This is an optimization exercise on Yosys and OpenROAD, whose aim is small area, not a production implementation.
Only simulation tests tie the RTL to the original design; equivalence was not proved.
Power and IR drop assume default switching activity.

## config.mk

```make
export PLATFORM = sky130hd
export DESIGN_NAME = RegisterFile
export DESIGN_NICKNAME = RegisterFile
export VERILOG_FILES = /design/flow/design.v
export SDC_FILE = /design/flow/constraint.sdc
export NUM_CORES = 4
export LEC_CHECK = 0
export CAP_MARGIN = 20
export CORE_MARGIN = 2
export CORE_UTILIZATION = 40
export SLEW_MARGIN = 20
```

## constraint.sdc

```tcl
create_clock -name core_clock -period 4.0 [get_ports {clk}]
set_input_delay 0.8000 -clock core_clock [delete_from_list [all_inputs] [get_ports {clk}]]
set_output_delay 0.8000 -clock core_clock [all_outputs]
set_load 0.01 [all_outputs]
```

## design.v

```verilog
module RegisterFile #(
    parameter DATA_WIDTH = 32,
    parameter NUM_REGISTERS = 32
)(
    input logic clk,
    input logic rst,
    input logic [4:0] readRegister1,
    input logic [4:0] readRegister2,
    input logic [4:0] writeRegister,
    input logic [DATA_WIDTH-1:0] writeData,
    input logic writeEnable,
    output logic [DATA_WIDTH-1:0] readData1,
    output logic [DATA_WIDTH-1:0] readData2
);
    logic [DATA_WIDTH-1:0] registers [0:NUM_REGISTERS-1];
    always_ff @(posedge clk or posedge rst) begin
        if (rst) begin
            for (int i = 0; i < NUM_REGISTERS; i++) begin
                registers[i] <= '0;
            end
            readData1 <= 32'h00000000;
            readData2 <= 32'h00000000;
        end else begin
            readData1 <= registers[readRegister1];
            readData2 <= registers[readRegister2];
            if (writeEnable) begin
                registers[writeRegister] <= writeData;
            end
        end
    end
endmodule
```

## run.sh

```bash
#!/bin/bash
# synth_recipe.tcl (not shown) runs the flow's synth.tcl, then flattens the netlist and writes it again
# the make line also repeats each setting of config.mk as NAME=value (left out here)
make -C /OpenROAD-flow-scripts/flow DESIGN_CONFIG=/design/flow/config.mk WORK_HOME=/design/flow/orfs CLKGATE_MAP_FILE= SYNTH_SCRIPT=/design/flow/synth_recipe.tcl finish
```

==> results of run 1 <==
[flip-flops by register name, indices dropped and copies added, names as in the netlist]
name / count
registers: 1024
readData1: 32
readData2: 32
[worst reg2reg max path, delay by kind of cell, from the launching register on]
| family | cells | cell delay, ps |
|---|---|---|
| compound gates | 4 | 1160 |
| mux | 1 | 260 |
| simple gates | 1 | 90 |
| flops | 1 | 400 |
| buf+inv | 1 | 160 |
[cell usage after synthesis (all sizes together) (32+ instances only)]
library cell	n
mux2	1041
a22oi	793
buf	209
dfrtp	1088
a21oi	88
clkbuf	214
nor3	56
nor4	32
nor2	188
nand3	49
nand2	234
nand4	104
[layer usage]
metal / wire length (um) / GRT usage [%] / share of wire [%] / up-vias
li1: - / - / - / 17300
met1: 104000 / 52.0 / 37 / 23900
met2: 111000 / 55.7 / 40 / 4380
met3: 39400 / 15.5 / 14 / 1342
met4: 23000 / 25.9 / 8.3 / 14
met5: 104 / 0 / 0.037 / -
[layout make-up]
| class | count | area [um2] | area share [%] |
|---|---|---|---|
| Antenna cell | 13 | 32.5 | 0.0518 |
| Clock buffer | 176 | 3600 | 5.73 |
| Clock inverter | 47 | 551 | 0.877 |
| Inverter | 6 | 26.3 | 0.0418 |
| Multi-Input combinational cell | 2917 | 24300 | 38.7 |
| Sequential cell | 1088 | 27200 | 43.4 |
| Tap cell | 1755 | 2200 | 3.50 |
| Timing Repair Buffer | 477 | 4840 | 7.71 |
[cells by family after synthesis]
group / count (synthesis) / synth area share, %
compound gates: 1082 / 15.2
mux: 1064 / 22.7
flops: 1088 / 51.6
buf+inv: 429 / 3.44
simple gates: 771 / 7.08
[metrics by stage]
| step | instances | worst slack [ps] | hold slack (ps) |
|---|---|---|---|
| CTS | 6466 | 933 | 526 |
| finish | 6479 | 765 | 530 |
| global route | 6468 | 829 | 542 |
| floorplan | 4434 | -11810 | 488 |
| global placement | 6243 | 146 | 505 |
| detailed placement | 6243 | 152 | 513 |
[how the worst max path moves through the flow]
| stage | from | to | slack, ps | cells after the start |
|---|---|---|---|---|
| floorplan | rst | readData1[0] | -11810 | 1 |
| global placement | readRegister1[3] | readData1[4] | 150 | 8 |
| detailed placement | readRegister1[3] | readData1[4] | 150 | 8 |
| CTS | readRegister1[3] | readData1[4] | 930 | 8 |
| global route | readRegister1[3] | readData1[4] | 830 | 8 |
| finish | readRegister1[3] | readData1[4] | 770 | 8 |
[placed cells by master, fill, tap and decap left out, drive strengths merged, types with 6 or more instances in the layout]
cell type,Yosys,final
a211oi,6,6
a21oi,88,88
a221o,6,6
a221oi,21,21
a222oi,25,25
a22o,25,25
a22oi,793,793
a31oi,22,22
a32oi,14,14
and2,8,8
and3,11,11
buf,209,384
bufinv,0,10
clkbuf,214,176
clkdlybuf4s50,0,93
clkinv,1,23
clkinvlp,0,11
dfrtp,1088,1088
diode,0,13
inv,5,9
mux2,1041,1041
mux2i,23,23
nand2,234,234
nand2b,17,17
nand3,49,49
nand3b,9,9
nand4,104,104
nor2,188,188
nor2b,13,13
nor3,56,56
nor4,32,32
o211ai,7,7
o21ai,27,27
o22ai,6,6
o32a,15,15
or2,7,7
or3,17,17
or3b,6,6
[power by group through the flow]
stage / logic [mW] / clock network (mW) / registers [mW]
2_1_floorplan: 2.84 / 0 / 14.6
3_3_place_gp: 4.26 / 0 / 15.5
3_5_place_dp: 4.37 / 0 / 15.5
4_1_cts: 4.39 / 11.8 / 15.4
5_1_grt: 4.72 / 12.3 / 15.6
6_report: 4.46 / 11.8 / 15.5
==> impl_metrics.toml, run 1 <==
[cts]
clock_sinks = 1088
max-clock-path-buffers = 3
cts_inserted_buffers = 119
htree_levels = 3
clk_latency_ps = 790
gates_resized_cts_repair = 0
cts_hold_buf = 0
cts-root-buf = "clkbuf_16"
postCtsSetupRepairBufs = 0
clkTransAtPathRegs_ps = 60
tritoncts = "built"

[power]
power.net_switching_mw = 9.40
comb_power_share_pct = 14.0
p_int_mw = 22.4
design_power_total_mw = 31.8
p_clk_share_pct = 37.1
leakage_nw = 27.4
power.ir.vdd_worst_v = 0.000340
seqPwrFrac_pct = 48.9
netSwitchingFraction_pct = 29.6
power_density_mw_per_mm2 = 506

[floorplanning]
floorplan.die.height_um = 367
die-width_um = 367
core_region_area_mm2 = 0.131
floorplan.die_area_mm2 = 0.135
io_pins = 114
initial_utilization_pct = 40.2
floorplan.rows = 133

[place]
detailed_place_hpwl_um = 175000
placed_cell_area_mm2 = 0.0587
gp_congestion = 1.03
portBuffers = 113

[global_routing]
first_global_vias = 45300
grt_util_all_layers_pct = 40.2
grt_start_max_net_pins = 122
grt_first_pass_wirelength_um = 378000
grt_antenna_before_repair = 17
grt_overflow_total = 0

[cells_and_area]
postLayoutCellArea_mm2 = 0.0628
layout-drive-gt1-share_pct = 36.8
syn_to_layout_area_delta_pct = 19.0
final_core_utilization_pct = 47.9
final_layout_net_count = 4659
nFillCells = 12000

[synth]
ys_seq_elements = 1088
yosysUniqueCellTypes = 63
netlist_area_mm2 = 0.0527
yosys-top-cells-area = "dfrtp_1, mux2_2, a22oi_1"
ys_warn_count = 2
synth_largest_area_cell = "dfrtp_1"
ys.flop_type = "dfrtp_1"
syn_area_per_cell_um2 = 11.9
postSynthNetCount = 4484
synth_enable_flop_cells = 0
portion_of_the_post_synthesis_area_used_by_sequential_elements_pct = 51.6
synth_top_cell_area_share_pct = 51.6
synthArstFlopShare_pct = 100
netlist_instances = 4434

[run_status]
outcome = "no timing/DRC/antenna violations"

[worst_setup_path]
path_cells = "clkdlybuf4s50_1 -> or3b_1 -> nor2_4 -> buf_12 -> nand2_1 -> o21ai_0 -> nor4_1 -> a21oi_1"
critical-path-top-delay-family = "simple AND/OR/NAND/NOR gates"
reg2reg_to = "readData2[22]"
timing.critical_path.fanout_max = 14
cp_data_arrival_time_ps = 3920
worst_setup_path_start_kind = "primary input"
worstReg2RegStart = "registers[12][22]"
timing.reg2reg.setup_slack_ps = 1760
worstPathBufferInverterCount = 2
critical_path.slowest_cell = "clkdlybuf4s50_1"
critical_path_class = "in -> reg"
critPathCaptureType = "register"
critical_path_required_ps = 4680
cp_slowest_stage_delay_ps = 850
worst-r2r-cell-count = 7

[drt]
vias_per_cell = 7.25
final_antenna_net_count = 0
detailedRoute.firstPassIterationCount = 9
wire_per_inst_um = 42.9
drtIter0Drc = 9146
route.final.wire_length_um = 278000
num_vias = 47000
detail_route.drc_violations = 0

[hold_path]
min_from = "registers[16][18]"
min_path_cells = 1
min_to = "registers[16][18]"
holdCritPathClass = "reg -> reg"

[timing]
fmax_mhz = 309
post-route-period-util_pct = 80.9
finClkSkew_ps = 33.5
report.final.setup_viol = 0
timing.max_slew.rel_slack_pct = 22.0
drv_slew = 0
rsz_0062_raised_after_global_routing = "false"
tns_ps = 0
report.final.hold_viol_count = 0
max_slew.worst_pin.slew_ps = 1170
finalCriticalPeriod_ps = 3230

[run]
max_cap_viol_count = 0
==> inputs of run 2 (changes only) <==
==> design.v (replaced) <==
module rf_hold (
    input  logic ld,
    input  logic hold,
    input  logic d,
    input  logic q,
    output logic y
);
    assign y = (ld & d) | (hold & q);
endmodule
module rf_aoi222 (
    input  logic [2:0] s,
    input  logic [2:0] d,
    output logic y
);
    assign y = ~((s[0] & d[0]) | (s[1] & d[1]) | (s[2] & d[2]));
endmodule
module rf_aoi22 (
    input  logic [1:0] s,
    input  logic [1:0] d,
    output logic y
);
    assign y = ~((s[0] & d[0]) | (s[1] & d[1]));
endmodule
module rf_rbit (
    input  logic [31:0] s,
    input  logic [31:0] d,
    output logic y
);
    logic [10:0] n;
    for (genvar g = 0; g < 10; g++) begin : g_aoi
        rf_aoi222 u (.s(s[3*g+2:3*g]), .d(d[3*g+2:3*g]), .y(n[g]));
    end
    rf_aoi22 u_last (.s(s[31:30]), .d(d[31:30]), .y(n[10]));
    assign y = ~&n;
endmodule
module RegisterFile #(
    parameter DATA_WIDTH = 32,
    parameter NUM_REGISTERS = 32
)(
    input logic clk,
    input logic rst,
    input logic [4:0] readRegister1,
    input logic [4:0] readRegister2,
    input logic [4:0] writeRegister,
    input logic [DATA_WIDTH-1:0] writeData,
    input logic writeEnable,
    output logic [DATA_WIDTH-1:0] readData1,
    output logic [DATA_WIDTH-1:0] readData2
);
    logic [DATA_WIDTH-1:0] registers [0:NUM_REGISTERS-1];
    logic [DATA_WIDTH-1:0] nextRegisters [0:NUM_REGISTERS-1];
    logic [NUM_REGISTERS-1:0] valid;
    logic [NUM_REGISTERS-1:0] sel1, sel2, wsel, hold;
    logic [DATA_WIDTH-1:0] rd1, rd2;
    logic [NUM_REGISTERS-1:0] col [0:DATA_WIDTH-1];
    always_comb begin
        for (int i = 0; i < NUM_REGISTERS; i++) begin
            sel1[i] = (readRegister1 == i) && valid[i];
            sel2[i] = (readRegister2 == i) && valid[i];
            wsel[i] = (writeRegister == i) && writeEnable;
            hold[i] = !wsel[i];
        end
        for (int b = 0; b < DATA_WIDTH; b++)
            for (int i = 0; i < NUM_REGISTERS; i++)
                col[b][i] = registers[i][b];
    end
    for (genvar i = 0; i < NUM_REGISTERS; i++) begin : g_row
        for (genvar b = 0; b < DATA_WIDTH; b++) begin : g_bit
            rf_hold u_hold (
                .ld(wsel[i]), .hold(hold[i]), .d(writeData[b]),
                .q(registers[i][b]), .y(nextRegisters[i][b])
            );
        end
    end
    for (genvar b = 0; b < DATA_WIDTH; b++) begin : g_rd
        rf_rbit u_rd1 (.s(sel1), .d(col[b]), .y(rd1[b]));
        rf_rbit u_rd2 (.s(sel2), .d(col[b]), .y(rd2[b]));
    end
    always_ff @(posedge clk) begin
        for (int i = 0; i < NUM_REGISTERS; i++) begin
            registers[i] <= nextRegisters[i];
        end
    end
    always_ff @(posedge clk or posedge rst) begin
        if (rst) begin
            valid <= '0;
            readData1 <= '0;
            readData2 <= '0;
        end else begin
            readData1 <= rd1;
            readData2 <= rd2;
            valid <= valid | wsel;
        end
    end
endmodule
==> flow/run.sh (new file) <==
#!/bin/bash
cp standard.sh standard.sh.txt
export BUFFER_PORTS_ARGS="-buffer_cell sky130_fd_sc_hd__buf_1"
export CTS_ARGS="-sink_clustering_enable -repair_clock_nets -dont_use_dummy_load"
bash standard.sh > standard.log 2>&1
==> standard.sh (new file) <==
#!/bin/bash
# synth_recipe.tcl (not shown) runs the flow's synth.tcl, then flattens the netlist and writes it again
# the make line also repeats each setting of config.mk as NAME=value (left out here)
make -C /OpenROAD-flow-scripts/flow DESIGN_CONFIG=/design/flow/config.mk WORK_HOME=/design/flow/orfs CLKGATE_MAP_FILE= SYNTH_SCRIPT=/design/flow/synth_recipe.tcl "${@:-finish}"
--- a/config.mk
+++ b/config.mk
@@ -9,3 +9,4 @@
 export CORE_MARGIN = 2
 export CORE_UTILIZATION = 40
 export SLEW_MARGIN = 20
+export SYNTH_HIERARCHICAL = 1
removed: run.sh
==> impl_metrics.toml, run 2 <==
[cells_and_area]
postLayoutCellArea_mm2 = 0.0489
finish.cell_count_without_fillers = 5117
layout-drive-gt1-share_pct = 13.2
layout.cells.most_common_list = "a22o_1, dfxtp_1, a222oi_1, buf_4, nand4_1"
multiInputGateArea_mm2 = 0.0193
ff_latch_area_mm2 = 0.0229
final_core_utilization_pct = 47.1
largest-register = "registers"
syn_to_layout_area_delta_pct = 16.4
largest_reg_flops = 1024
final_layout_net_count = 3785
nFillCells = 9320

[worst_setup_path]
path_cells = "buf_1 -> and3b_1 -> and3_2 -> buf_4 -> a222oi_1 -> nand4_1 -> or3_1"
critical_path_required_ps = 4540
cp_slowest_stage_delay_ps = 550
worst_setup_path_start_kind = "primary input"
cp-startpoint = "readRegister2[4]"
reg2reg_to = "readData1[30]"
timing.critical_path.fanout_max = 26
cp_data_arrival_time_ps = 3670
timing.reg2reg.setup_slack_ps = 1190
critical_path.slowest_cell = "and3_2"
critical_path_class = "in -> reg"
worst-r2r-cell-count = 5
critPathCaptureType = "register"
worstReg2RegStart = "valid[12]"

[place]
detailed_place_hpwl_um = 115000
gp_congestion = 0.980
portBuffers = 113
placed_cell_area_mm2 = 0.0460
place.detailed.instances = 4999
pre_cts_ws_ps = 408

[global_routing]
grt_first_pass_wirelength_um = 278000
grt_util_all_layers_pct = 35.3
grt_overflow_total = 0
grt_antenna_before_repair = 9
grt_start_max_net_pins = 36
first_global_vias = 37900

[drt]
met2_wirelength_um = 78000
route.final.wire_length_um = 198000
detailedRoute.firstPassIterationCount = 12
vias_per_cell = 7.84
wire_per_inst_um = 38.6
detail_route.drc_violations = 0
highest_routed_layer = "met5"
num_vias = 40100
detail_route.wirelength.met1_um = 74900
wl_met3_um = 30000
final_antenna_net_count = 0
drtIter0Drc = 9345

[synth]
synth_enable_flop_cells = 0
synth_top_cell_area_share_pct = 48.8
synth.top_cells.by_count = "a22o_1, dfxtp_1, a222oi_1"
ys.flop_type = "dfxtp_1"
synth_largest_area_cell = "dfxtp_1"
area_share_of_and_or_nand_nor_cells_after_synthesis_pct = 6.10
portion_of_the_post_synthesis_area_used_by_sequential_elements_pct = 54.5
largest_family_of_logic_cells_by_synthesized_area = "compound AO/OA/AOI/OAI gates"
synthArstFlopShare_pct = 8.57
netlist_area_mm2 = 0.0420
postSynthNetCount = 3384
netlist_instances = 3334
synth-xor-area-share_pct = 0
synth-compound-area-share_pct = 39.1
syn_area_per_cell_um2 = 12.6
post_synth_mux_area_share_pct = 0
synth-adder-area-share_pct = 0
yosys-top-cells-area = "dfxtp_1, a22o_1, a222oi_1"
ys_warn_count = 12
yosysUniqueCellTypes = 34
ys_seq_elements = 1120

[timing]
report.final.setup_viol = 0
rsz_0062_raised_after_global_routing = "false"
drv_slew = 0
max_slew.worst_pin.slew_ps = 1270
report.final.hold_viol_count = 0
fmax_mhz = 319
tns_ps = 0
timing.max_slew.rel_slack_pct = 15.4
finClkSkew_ps = 58.5
finalWorstSetupSlack_ps = 867
finalCriticalPeriod_ps = 3130
worst_hold_slack_ps = 225
post-route-period-util_pct = 78.3

[floorplanning]
core_region_area_mm2 = 0.104
floorplan.die.height_um = 328
initial_utilization_pct = 40.5
die-width_um = 328
floorplan.rows = 118
floorplan.die_area_mm2 = 0.108
io_pins = 114

[cts]
gates_resized_cts_repair = 0
clock_sinks = 1120
htree_levels = 3
cts-root-buf = "clkbuf_16"
max-clock-path-buffers = 3
clk_latency_ps = 700
postCtsSetupRepairBufs = 0
cts_hold_buf = 0
cts_inserted_buffers = 114
tritoncts = "built"
clkTransAtPathRegs_ps = 60

[power]
design_power_total_mw = 27.5
p_clk_share_pct = 33.2
power.net_switching_mw = 7.44
comb_power_share_pct = 11.2
seqPwrFrac_pct = 55.5
p_int_mw = 20.0
leakage_nw = 19.8
netSwitchingFraction_pct = 27.1
power.ir.vdd_worst_v = 0.000341
power_density_mw_per_mm2 = 562

[run]
max_cap_viol_count = 0

[hold_path]
holdCritPathClass = "in -> async"

[run_status]
outcome = "no timing/DRC/antenna violations"
[run 2: cells by family (layout without fill, tap and decap cells)]
family / count (synthesis) / in the layout
flip-flops: 1120 / 1120
AND/OR/NAND/NOR: 432 / 432
other: 0 / 4
AO/OA/AOI/OAI: 1760 / 1760
buffers and inverters: 22 / 421
[run 2: metal layers]
layer,vias to the layer above,track usage [%]
met5,-,0
met1,19500,48.8
met3,674,9.82
met2,3723,47.5
met4,4,23.1
li1,16200,-
[run 2: layout make-up]
class	instances	share of cell area, %
well taps	1380	3.53
multi-input cells	2192	39.5
diodes	4	0.0205
repair buffers	306	4.18
flip-flops and latches	1120	46.9
inverters	1	0.0128
clock buffers	114	5.84
[run 2: worst max path at each step]
stage                          endpoint  slack (ps)  cells past startpoint
after floorplan            readData1[0]         690                      1
after global placement    readData2[30]         420                      7
after detailed placement  readData2[30]         410                      7
after CTS                 readData2[30]        1070                      7
after global routing      readData1[30]         980                      7
final                     readData2[30]         870                      7
[run 2: critical path, delay by kind of cell]
| family | cells | cell delay (ps) |
|---|---|---|
| compound gates | 1 | 480 |
| buf+inv | 2 | 570 |
| simple gates | 4 | 1800 |
[run 2: power by group through the flow]
stage	Clock [mW]	Sequential, mW	Combinational, mW
CTS	9.17	15.2	3.03
finish	9.13	15.3	3.09
global route	9.60	15.5	3.30
detailed placement	0	15.3	3.04
global placement	0	15.3	2.92
floorplan	0	14.9	2.01
[run 2: per-module statistics from Yosys, one instance, submodules excluded]
module / area [um2] / flip-flops and latches / cells inside / times used
rf_aoi22: 12.5 / 0 / 1 / 64
rf_hold: 8.76 / 0 / 1 / 1024
rf_aoi222: 10.0 / 0 / 1 / 640
RegisterFile: 24300 / 1120 / 1350 / 1
rf_rbit: 23.8 / 0 / 4 / 64
==> inputs of run 3 (changes only) <==
==> run.sh (new file) <==
#!/bin/bash
# synth_recipe.tcl (not shown) runs the flow's synth.tcl, then flattens the netlist and writes it again
# the make line also repeats each setting of config.mk as NAME=value (left out here)
make -C /OpenROAD-flow-scripts/flow DESIGN_CONFIG=/design/flow/config.mk WORK_HOME=/design/flow/orfs CLKGATE_MAP_FILE= SYNTH_SCRIPT=/design/flow/synth_recipe.tcl finish
removed: flow/run.sh
removed: standard.sh
==> impl_metrics.toml, run 3 <==
[place]
portBuffers = 113
detailed_place_hpwl_um = 117000
gp_congestion = 0.925

[drt]
detail_route.drc_violations = 0
drtIter0Drc = 9257
detailedRoute.firstPassIterationCount = 15
vias_per_cell = 7.76
final_antenna_net_count = 0
wire_per_inst_um = 38.4
route.final.wire_length_um = 201000
num_vias = 40700

[timing]
tns_ps = 0
report.final.hold_viol_count = 0
max_slew.worst_pin.slew_ps = 1190
fmax_mhz = 282
timing.max_slew.rel_slack_pct = 20.6
rsz_0062_raised_after_global_routing = "false"
finalCriticalPeriod_ps = 3550
post-route-period-util_pct = 88.7
report.final.setup_viol = 0
drv_slew = 0
finClkSkew_ps = 24.0

[synth]
netlist_area_mm2 = 0.0420
yosysUniqueCellTypes = 34
synth.top_cells.by_count = "a22o_1, dfxtp_1, a222oi_1"
synthArstFlopShare_pct = 8.57
synth_top_cell_area_share_pct = 48.8
syn_area_per_cell_um2 = 12.6
netlist_instances = 3334
postSynthNetCount = 3384
ys.flop_type = "dfxtp_1"
synth_largest_area_cell = "dfxtp_1"
portion_of_the_post_synthesis_area_used_by_sequential_elements_pct = 54.5
ys_warn_count = 12
yosys-top-cells-area = "dfxtp_1, a22o_1, a222oi_1"
synth_enable_flop_cells = 0
ys_seq_elements = 1120

[cells_and_area]
syn_to_layout_area_delta_pct = 22.3
final_layout_net_count = 3804
layout-drive-gt1-share_pct = 15.1
nFillCells = 9141
ff_latch_area_mm2 = 0.0229
largest-register = "registers"
largest_reg_flops = 1024
multiInputGateArea_mm2 = 0.0193
layout.cells.most_common_list = "a22o_1, dfxtp_1, a222oi_1, buf_4, nand4_1"

[worst_setup_path]
critical_path_required_ps = 4590
critical_path.slowest_cell = "a222oi_1"
path_cells = "clkdlybuf4s50_1 -> and3b_1 -> and3_2 -> buf_4 -> a222oi_1 -> nand4_1 -> or3_1"
critPathCaptureType = "register"
timing.critical_path.fanout_max = 23
cp_data_arrival_time_ps = 4140
worst_setup_path_start_kind = "primary input"
cp_slowest_stage_delay_ps = 670
critical_path_class = "in -> reg"

[floorplanning]
die-width_um = 328
core_region_area_mm2 = 0.104
io_pins = 114
floorplan.die_area_mm2 = 0.108
initial_utilization_pct = 40.5
floorplan.die.height_um = 328
floorplan.rows = 118

[cts]
cts_hold_buf = 0
postCtsSetupRepairBufs = 0
clkTransAtPathRegs_ps = 60
cts_inserted_buffers = 115
tritoncts = "built"
cts-root-buf = "clkbuf_16"
gates_resized_cts_repair = 0
clock_sinks = 1120
clk_latency_ps = 720
max-clock-path-buffers = 3
htree_levels = 3

[global_routing]
grt_first_pass_wirelength_um = 282000
grt_util_all_layers_pct = 35.7
grt_antenna_before_repair = 11
grt_start_max_net_pins = 52
first_global_vias = 38800
grt_overflow_total = 0

[power]
power.ir.vdd_worst_v = 0.000397
design_power_total_mw = 29.9
leakage_nw = 20.8
power_density_mw_per_mm2 = 583

[run]
max_cap_viol_count = 0

[hold_path]
holdCritPathClass = "reg -> reg"

[run_status]
outcome = "no timing/DRC/antenna violations"
run 3: worst max-delay path: cells and delay by family:
family,cells,cell delay [ps]
AO/OA/AOI/OAI,1,670
buffers and inverters,2,880
AND/OR/NAND/NOR,4,1740
run 3: final timing paths:
check                            startpoint       endpoint  slack (ps)  cells past startpoint
max                        readRegister1[4]  readData1[10]         450                      7
min                               valid[16]      valid[16]         470                      1
max reg2reg                       valid[12]  readData1[10]        1030                      5
min reg2reg                       valid[16]      valid[16]         470                      1
max in group asynchronous               rst  readData2[12]        2320                      3
min in group asynchronous               rst      valid[15]         630                      2
run 3: per-stage QoR:
stage	cells	worst slack [ps]	cell area [um2]	hold slack (ps)	utilization, %
2_1_floorplan	3334	695	42000	433	-
3_3_place_gp	5017	48.7	47400	445	45.6
3_5_place_dp	5017	26.9	47400	450	45.6
4_1_cts	5233	779	51300	464	49.5
5_1_grt	5235	580	51300	482	49.5
6_report	5239	454	51300	465	49.5
run 3: routing by layer:
metal / track usage, % / part of all wire, %
met5: 0 / 0.029
met4: 24.6 / 7.6
met2: 49.6 / 40
met3: 10.9 / 15
met1: 47.0 / 37
run 3: where the power goes:
group / internal [mW] / switching, mW / total [mW]
Sequential: 13.4 / 1.84 / 15.2
Clock: 6.56 / 4.79 / 11.4
Combinational: 1.87 / 1.45 / 3.32
run 3: per-module statistics from Yosys (local to each module, per instance):
| module | cells inside | cell area, um2 | flip-flops and latches | copies in the design |
|---|---|---|---|---|
| rf_hold | 1 | 8.76 | 0 | 1024 |
| rf_rbit | 4 | 23.8 | 0 | 64 |
| RegisterFile | 1350 | 24300 | 1120 | 1 |
| rf_aoi222 | 1 | 10.0 | 0 | 640 |
| rf_aoi22 | 1 | 12.5 | 0 | 64 |
run 3: final cells by class:
class	count	share of cell area [%]
inverters	1	0.0122
well taps	1380	3.36
multi-input cells	2192	37.6
flip-flops and latches	1120	44.6
repair buffers	324	6.65
clock buffers	168	6.65
clock inverters	48	1.07
diodes	6	0.0292
run 3: cells by family (layout without fill, tap and decap cells):
kind of cell / Yosys count / count (layout) / synth area share (%)
AO/OA/AOI/OAI: 1760 / 1760 / 39.1
flip-flops: 1120 / 1120 / 54.5
AND/OR/NAND/NOR: 432 / 432 / 6.10
buffers and inverters: 22 / 541 / 0.259
other: 0 / 6 / 0
==> inputs of run 4 (changes only) <==
--- a/design.v
+++ b/design.v
@@ -14,13 +14,6 @@
 );
     assign y = ~((s[0] & d[0]) | (s[1] & d[1]) | (s[2] & d[2]));
 endmodule
-module rf_aoi22 (
-    input  logic [1:0] s,
-    input  logic [1:0] d,
-    output logic y
-);
-    assign y = ~((s[0] & d[0]) | (s[1] & d[1]));
-endmodule
 module rf_rbit (
     input  logic [31:0] s,
     input  logic [31:0] d,
@@ -30,7 +23,7 @@
     for (genvar g = 0; g < 10; g++) begin : g_aoi
         rf_aoi222 u (.s(s[3*g+2:3*g]), .d(d[3*g+2:3*g]), .y(n[g]));
     end
-    rf_aoi22 u_last (.s(s[31:30]), .d(d[31:30]), .y(n[10]));
+    rf_aoi222 u_last (.s({s[31], s[31:30]}), .d({d[31], d[31:30]}), .y(n[10]));
     assign y = ~&n;
 endmodule
 module RegisterFile #(
==> flow/run.sh (new file) <==
#!/bin/bash
# The standard layout (standard.sh), with two changes passed to the ORFS
# scripts through their environment: the port buffers are the smallest
# buffer, and clock tree synthesis uses small clock buffers and adds no
# dummy loads.
export BUFFER_PORTS_ARGS="-buffer_cell sky130_fd_sc_hd__buf_1"
export CTS_ARGS="-sink_clustering_enable -repair_clock_nets -dont_use_dummy_load -buf_list {sky130_fd_sc_hd__clkbuf_4 sky130_fd_sc_hd__clkbuf_8}"
bash standard.sh > standard.log 2>&1
==> standard.sh (new file) <==
#!/bin/bash
# synth_recipe.tcl (not shown) runs the flow's synth.tcl, then flattens the netlist and writes it again
# the make line also repeats each setting of config.mk as NAME=value (left out here)
make -C /OpenROAD-flow-scripts/flow DESIGN_CONFIG=/design/flow/config.mk WORK_HOME=/design/flow/orfs CLKGATE_MAP_FILE= SYNTH_SCRIPT=/design/flow/synth_recipe.tcl "${@:-finish}"
removed: run.sh
==> impl_metrics.toml, run 4 <==
[cells_and_area]
largest_reg_flops = 1024
layout.cells.most_common_list = "a22o_1, dfxtp_1, a222oi_1, clkbuf_8, buf_4"
final_layout_net_count = 3855
layout-drive-gt1-share_pct = 13.0
final_core_utilization_pct = 46.8
syn_to_layout_area_delta_pct = 16.0
largest-register = "registers"

[drt]
route.final.wire_length_um = 203000
final_antenna_net_count = 0
drtIter0Drc = 9900
detail_route.drc_violations = 0
detailedRoute.firstPassIterationCount = 14
num_vias = 41000
vias_per_cell = 7.91
wire_per_inst_um = 39.2

[timing]
rsz_0062_raised_after_global_routing = "false"
finalCriticalPeriod_ps = 2910
fmax_mhz = 343
finClkSkew_ps = 65.9
report.final.hold_viol_count = 0
worst_hold_slack_ps = 464
max_slew.worst_pin.slew_ps = 1220
post-route-period-util_pct = 72.8
tns_ps = 0
report.final.setup_viol = 0
drv_slew = 0
timing.max_slew.rel_slack_pct = 18.8

[synth]
netlist_instances = 3334
ys_seq_elements = 1120
synth.top_cells.by_count = "a22o_1, dfxtp_1, a222oi_1"
postSynthNetCount = 3384
ys_warn_count = 12
yosysUniqueCellTypes = 33
syn_area_per_cell_um2 = 12.5
synth_top_cell_area_share_pct = 49.0
synth_enable_flop_cells = 0
yosys-top-cells-area = "dfxtp_1, a22o_1, a222oi_1"
synthArstFlopShare_pct = 8.57
netlist_area_mm2 = 0.0418
portion_of_the_post_synthesis_area_used_by_sequential_elements_pct = 54.8
ys.flop_type = "dfxtp_1"
synth_largest_area_cell = "dfxtp_1"

[hold_path]
min_path_cells = 1
holdCritPathClass = "reg -> reg"

[worst_setup_path]
worst_setup_path_start_kind = "primary input"
critical_path_class = "in -> reg"
worst-r2r-cell-count = 5
critPathCaptureType = "register"
cp_data_arrival_time_ps = 3630
critical_path_required_ps = 4720
timing.critical_path.fanout_max = 23

[floorplanning]
floorplan.die_area_mm2 = 0.107
die-width_um = 327
initial_utilization_pct = 40.4
core_region_area_mm2 = 0.104
floorplan.die.height_um = 327
floorplan.rows = 118
io_pins = 114

[cts]
tritoncts = "built"
postCtsSetupRepairBufs = 0
cts-root-buf = "clkbuf_8"
clock_sinks = 1120
gates_resized_cts_repair = 0
max-clock-path-buffers = 3
htree_levels = 4
clkTransAtPathRegs_ps = 60
clk_latency_ps = 880
cts_inserted_buffers = 180

[global_routing]
grt_util_all_layers_pct = 36.2
grt_start_max_net_pins = 65
grt_overflow_total = 0
grt_antenna_before_repair = 8
first_global_vias = 38800
grt_first_pass_wirelength_um = 284000

[power]
p_clk_share_pct = 30.8
comb_power_share_pct = 11.7
power_density_mw_per_mm2 = 548
leakage_nw = 19.8
power.ir.vdd_worst_v = 0.000287
netSwitchingFraction_pct = 28.4
power.net_switching_mw = 7.56
seqPwrFrac_pct = 57.5
p_int_mw = 19.0
design_power_total_mw = 26.6

[place]
detailed_place_hpwl_um = 117000
gp_congestion = 0.954
portBuffers = 113

[run]
max_cap_viol_count = 0

[run_status]
outcome = "no timing/DRC/antenna violations"
run 4: logic make-up after synthesis:
logic type	count (synthesis)	synth area share [%]
AOI/OAI and AO/OA	1760	38.9
DFF	1120	54.8
buffers and inverters	22	0.260
and+or+nand+nor	432	6.13
run 4: modules after synthesis, one instance, submodules excluded:
| module | cells inside | times used |
|---|---|---|
| rf_aoi222 | 1 | 704 |
| rf_rbit | 4 | 64 |
| rf_hold | 1 | 1024 |
| RegisterFile | 1350 | 1 |
run 4: what timing repair did:
| action | 4_1_cts | 5_1_grt |
|---|---|---|
| endpoints found under the setup margin | 0 | 0 |
| endpoints found under the hold margin | 30 | 0 |
| hold buffers | 1 | 0 |
run 4: area by class of cell:
| cell class | count | area, um2 |
|---|---|---|
| diodes | 5 | 12.5 |
| clock buffers | 180 | 2480 |
| fillers | 9578 | 55100 |
| inverters | 1 | 6.26 |
| multi-input cells | 2192 | 19200 |
| flip-flops and latches | 1120 | 22900 |
| well taps | 1380 | 1730 |
| repair buffers | 310 | 2220 |
run 4: per-stage QoR:
step                      cells  worst slack, ps  area, um2
after floorplan            3334              695      41800
after global placement     5002              459      46000
after detailed placement   5002              467      46000
after CTS                  5183             1380      48500
after global routing       5185             1230      48500
final                      5188             1090      48500
run 4: routing by layer:
layer	vias to the layer above	share of wire [%]	GRT usage, %	routed length (um)
met2	4006	40	49.3	80600
li1	16400	-	-	-
met5	-	0.017	0	35
met1	19800	38	49.0	76300
met4	6	7.5	23.9	15300
met3	761	15	11.1	31200
run 4: worst max-delay path, stage by stage:
cell and delay (ps):
buf_1 230, and3b_1 270, and3_2 480, buf_4 300
a222oi_1 550, nand4_1 480, or3_1 480
run 4: final timing paths:
kind	from	end	slack [ps]
setup / recovery	readRegister1[4]	readData1[26]	1090
hold / removal	valid[4]	valid[4]	460
setup reg to reg	valid[12]	readData1[26]	1210
hold reg to reg	valid[4]	valid[4]	460
max in group asynchronous	rst	readData2[22]	2420
min in group asynchronous	rst	valid[23]	560
run 4: power groups by stage:
| stage | Sequential [mW] | Combinational, mW | Clock (mW) |
|---|---|---|---|
| 2_1_floorplan | 14.9 | 2.01 | 0 |
| 3_3_place_gp | 15.4 | 2.94 | 0 |
| 3_5_place_dp | 15.4 | 3.05 | 0 |
| 4_1_cts | 15.2 | 3.04 | 8.19 |
| 5_1_grt | 15.5 | 3.31 | 8.68 |
| 6_report | 15.3 | 3.11 | 8.19 |

-- what the ideal ports hide --
Ports are ideal in the flow. The routed layouts listed here were re-timed in OpenROAD.
Step 1 assumes that a clkbuf_16 drives the clock port and a buf_2 every other input.
Step 2 also shifts input and output timing later by t, the mid clock arrival at the registers, as if the neighbouring blocks saw the same clock.
Slacks: ideal ports / drivers / drivers and shift; pairs: ideal ports / drivers.
| run | t (ns) | slack for setup (ns) | worst setup path at the end | clock arrival spread, ns | worst data-port slew with drivers (ns) |
|---|---|---|---|---|---|
| run 1 | 0.849 | 0.765 / 0.818 / -0.032 | input to register | 0.041 / 0.041 | 0.20 |
| run 2 | 0.746 | 0.867 / 0.911 / 0.166 | input to register | 0.060 / 0.059 | 0.21 |
| run 3 | 0.786 | 0.454 / 0.496 / -0.290 | input to register | 0.029 / 0.028 | 0.16 |
| run 4 | 0.915 | 1.088 / 1.125 / 0.210 | input to register | 0.075 / 0.075 | 0.17 |
With both steps, setup timing fails in run 1 and run 3, where it was met with ideal ports. For run 4, which loses most, drivers alone change the setup slack by +0.037 ns; drivers and shift together by -0.878 ns.
